This design comes from an exercise in tuning for small area on the open sky130 flow, not from production work. In this exercise RTL edits were held to simulation tests only and were not proved equivalent to the original. Power and IR drop assume default switching activity.

## build 2
## uart_frame_top
module uart_frame_top (
  input  logic        clk,
  input  logic        rst,        
  input  logic        key0,       
  input  logic        key1,       
  input  logic        sw0,        
  output logic        uart_tx
);
export LEC_CHECK = 0
export CAP_MARGIN = 20
export CORE_MARGIN = 2
export CORE_UTILIZATION = 40
export CTS_BUF_LIST = sky130_fd_sc_hd__clkbuf_4
export SLEW_MARGIN = 20
create_clock -name core_clock -period 10.0 [get_ports {clk}]
standard.sh (not shown) runs the stock make flow with config.mk's settings and CLKGATE_MAP_FILE= SYNTH_SCRIPT=/design/flow/synth_recipe.tcl, a recipe that flattens the netlist after the stock synthesis.
==> flow/flow/run.sh <==
#!/bin/bash
set -euo pipefail
export CTS_ARGS="-sink_clustering_enable -repair_clock_nets -dont_use_dummy_load -buf_list sky130_fd_sc_hd__clkbuf_4"
export BUFFER_PORTS_ARGS="-buffer_cell sky130_fd_sc_hd__buf_1"
bash standard.sh > standard.log 2>&1
What build 15 does differently from build 2 at the input level:
Settings: CORE_UTILIZATION now 75, was 40.
==> flow/flow/run.sh <==
#!/bin/bash
# The standard layout (standard.sh: ORFS synthesis to final layout), with
# three settings passed to ORFS through its environment:
# - clock tree synthesis adds no dummy load cells,
# - the input and output ports are buffered with buf_1,
# - after global routing, gates off the critical paths are downsized.
# Each ORFS step writes its own log under orfs/logs; make's output goes to
# standard.log.
set -euo pipefail
export CTS_ARGS="-sink_clustering_enable -repair_clock_nets -dont_use_dummy_load -buf_list sky130_fd_sc_hd__clkbuf_4"
export BUFFER_PORTS_ARGS="-buffer_cell sky130_fd_sc_hd__buf_1"
export RECOVER_POWER=100
bash standard.sh > standard.log 2>&1
[summary]
From build 2 to build 15 the numbers moved as follows: final non-filler cell area went down by about 2.5%; register fraction of the total cell area now sits higher; setup slack up 0.031 ns.
Looking only at signed area change from the synthesized netlist to the final layout, and setting everything else aside, the higher value of build 15 and build 2 goes to build 2.
The via count of build 15 exceeds that of build 2 by 96.
Looking only at filler-free cell count of the finished design, and setting everything else aside, the lower value of build 15 and build 2 goes to build 15.
Build 15: share of cells above drive strength 1 lower than build 2
Looking at the reports, build 15 completed the entire flow and the layout it produced met the timing, design-rule and antenna checks.
Relative to build 15, the following input files were edited for build 63:
Settings: CORE_UTILIZATION: 75 -> 40.
==> flow/flow/run.sh <==
#!/bin/bash
set -euo pipefail
export CTS_ARGS="-sink_clustering_enable -repair_clock_nets -dont_use_dummy_load -buf_list sky130_fd_sc_hd__clkbuf_4"
export BUFFER_PORTS_ARGS="-buffer_cell sky130_fd_sc_hd__buf_1"
export RECOVER_POWER=100
bash standard.sh > standard.log 2>&1
==> summary.txt <==
Area of the mapped netlist came out exactly the same in build 63 and build 15. Build 63 vs build 15: number of detailed-route iterations in the first pass up. Looking at met3 capacity usage during global routing across build 63 and build 15, the one that comes out higher is build 15. Sequential share of layout area | build 63 below build 15. Status: highest attainable clock frequency parity (build 15, build 63). Build 63 vs. build 15: wire length on met2 went down, number of signal-net inverters in the final layout neither gained nor lost much, overall die area up 0.0054 mm².
[inputs] build 11 vs build 63
==> flow/flow/run.sh <==
#!/bin/bash
set -euo pipefail
export CTS_ARGS="-sink_clustering_enable -repair_clock_nets -dont_use_dummy_load -buf_list sky130_fd_sc_hd__clkbuf_4"
bash standard.sh > standard.log 2>&1
## What came out
Build 11 -> build 63: final cell count delta 0, exact match. First element of the critical path = rst: build 63; first element of the critical path = f[5]: build 11. Area of all placed cells without fillers went up slightly going from build 63 to build 11. Delta (build 11 minus build 63): number of optimization iterations in the first detailed-route pass moved down; layout cell share with drive strength beyond 1 moved up; proportion of power drawn by combinational gates moved up.
Edits applied to the flow inputs when going from build 11 to build 31:
Settings: swapping 40 for 75 in CORE_UTILIZATION.
==> flow/flow/run.sh <==
#!/bin/bash
set -euo pipefail
export CTS_ARGS="-sink_clustering_enable -repair_clock_nets -dont_use_dummy_load -buf_list sky130_fd_sc_hd__clkbuf_4"
export BUFFER_PORTS_ARGS="-buffer_cell sky130_fd_sc_hd__buf_1"
export RECOVER_POWER=100
bash standard.sh > standard.log 2>&1
--- outcome ---
- Build 31 finished all stages; the layout is clean.
- Build 31 ended with less core footprint than build 11.
- Final-report hold violation count: build 31 vs build 11 identical
- Leakage power ended up 0.041 nW lower on build 31 than on build 11.
- Higher pin slew with the least headroom to its limit among build 31 and build 11: build 31
- Of the two values seen for first element of the critical path, k[3] was produced by build 31 and f[5] by build 11.
- Cmp build 31 and build 11 / least setup slack across all paths after layout / higher: build 31
For build 47, these inputs were changed with respect to build 31:
Settings: swapping 75 for 40 in CORE_UTILIZATION.
==> flow/flow/run.sh <==
#!/bin/bash
set -euo pipefail
export CTS_ARGS="-sink_clustering_enable -repair_clock_nets -dont_use_dummy_load -sink_buffer_max_cap_derate 0.05 -buf_list sky130_fd_sc_hd__clkbuf_4"
bash standard.sh > standard.log 2>&1
## What came out
Final worst setup slack: build 47 vs build 31 down 0.34 ns
Taking build 31 as the reference point, the well-tap cell count of build 47 rises by 65.
Fraction of power consumed by the clock network: build 47 vs build 31 up 0.2 points
Of the two values seen for first element of the critical path, f[5] was produced by build 47 and k[3] by build 31.
Build 31 -> build 47: fraction of the yosys area taken by sequential cells delta 0, exact match
Summary — detailed-route wire length, build 47 relative to build 31: lower, by about 4%.
The shortest period the worst path allows of build 47 exceeds that of build 31 by 0.34 ns.

---

uart_frame_top again, from the RTL that the note above started with.
export LEC_CHECK = 0
export CAP_MARGIN = 20
export CORE_MARGIN = 2
export CORE_UTILIZATION = 40
export CTS_BUF_LIST = sky130_fd_sc_hd__clkbuf_4
export SLEW_MARGIN = 20
create_clock -name core_clock -period 10.0 [get_ports {clk}]
==> flow/flow/run.sh <==
#!/bin/bash
set -euo pipefail
export CTS_ARGS="-sink_clustering_enable -repair_clock_nets -dont_use_dummy_load -sink_clustering_size 32 -sink_clustering_max_diameter 200 -buf_list sky130_fd_sc_hd__clkbuf_8"
bash standard.sh > standard.log 2>&1
The baseline passed the timing, design-rule and antenna checks.
Change:
==> flow/flow/run.sh (replaced) <==
#!/bin/bash
set -euo pipefail
export CTS_ARGS="-sink_clustering_enable -repair_clock_nets -dont_use_dummy_load -buf_list sky130_fd_sc_hd__clkbuf_4"
export BUFFER_PORTS_ARGS="-buffer_cell sky130_fd_sc_hd__buf_1"
export RECOVER_POWER=100
bash standard.sh > standard.log 2>&1
- CORE_UTILIZATION: 40 -> 60
=> Worst setup slack is better by 0.24 ns; clock power came out lower by a quarter to a third; design area came out lower by a few percent; die area came out lower by a quarter to a third; synthesized cell count stays the same.
Change:
==> flow/flow/run.sh (replaced) <==
#!/bin/bash
set -euo pipefail
export CTS_ARGS="-sink_clustering_enable -repair_clock_nets -dont_use_dummy_load -sink_buffer_max_cap_derate 1.0 -buf_list sky130_fd_sc_hd__clkbuf_4"
bash standard.sh > standard.log 2>&1
- CORE_UTILIZATION: 60 -> 40
Global-route usage shrinks by 6.7 points.
Worst setup slack degrades by 0.34 ns.
Count of clock-buffer cells in the layout is unchanged.
Routed wire length shrinks by 2.3%.

-- what the ideal ports hide --
In the flow no input, the clock included, has a driving cell. The finished layouts below were timed again as built, in two steps. Step 1, drivers: a clkbuf_16 drives clk and a buf_2 each remaining input, both assumed. Step 2 adds t to the input delays and takes it off the output delays; t is the mean of the earliest and latest rising clock arrival at the registers after step 1. Input paths then give back, and output paths get back, about the clock's delay inside the block. Three values: ideal ports, drivers, drivers and shift; two values: the first two.
run	t, ns	slack for setup (ns)	slew at the worst register clock pin (ns)	worst data-port slew with drivers (ns)	pins driven straight from the clock port
build 2	0.508	6.639 / 6.639 / 6.522	0.12 / 0.12	0.03	1
build 15	0.522	6.670 / 6.670 / 6.230	0.11 / 0.11	0.03	1
build 63	0.516	6.680 / 6.683 / 6.173	0.12 / 0.12	0.03	1
build 11	0.528	6.333 / 6.303 / 6.161	0.11 / 0.11	0.03	1
build 31	0.522	6.670 / 6.670 / 6.230	0.11 / 0.11	0.03	1
build 47	0.528	6.333 / 6.303 / 6.161	0.11 / 0.11	0.03	1
the first run of note 2	0.453	6.426 / 6.394 / 6.163	0.07 / 0.07	0.03	1
the second run of note 2	0.524	6.670 / 6.670 / 6.200	0.12 / 0.12	0.03	1
the third run of note 2	0.528	6.333 / 6.303 / 6.161	0.11 / 0.11	0.03	1
After both steps every run listed still meets setup and hold. For build 63, which loses most, drivers alone change the setup slack by +0.003 ns; drivers and shift together by -0.507 ns.
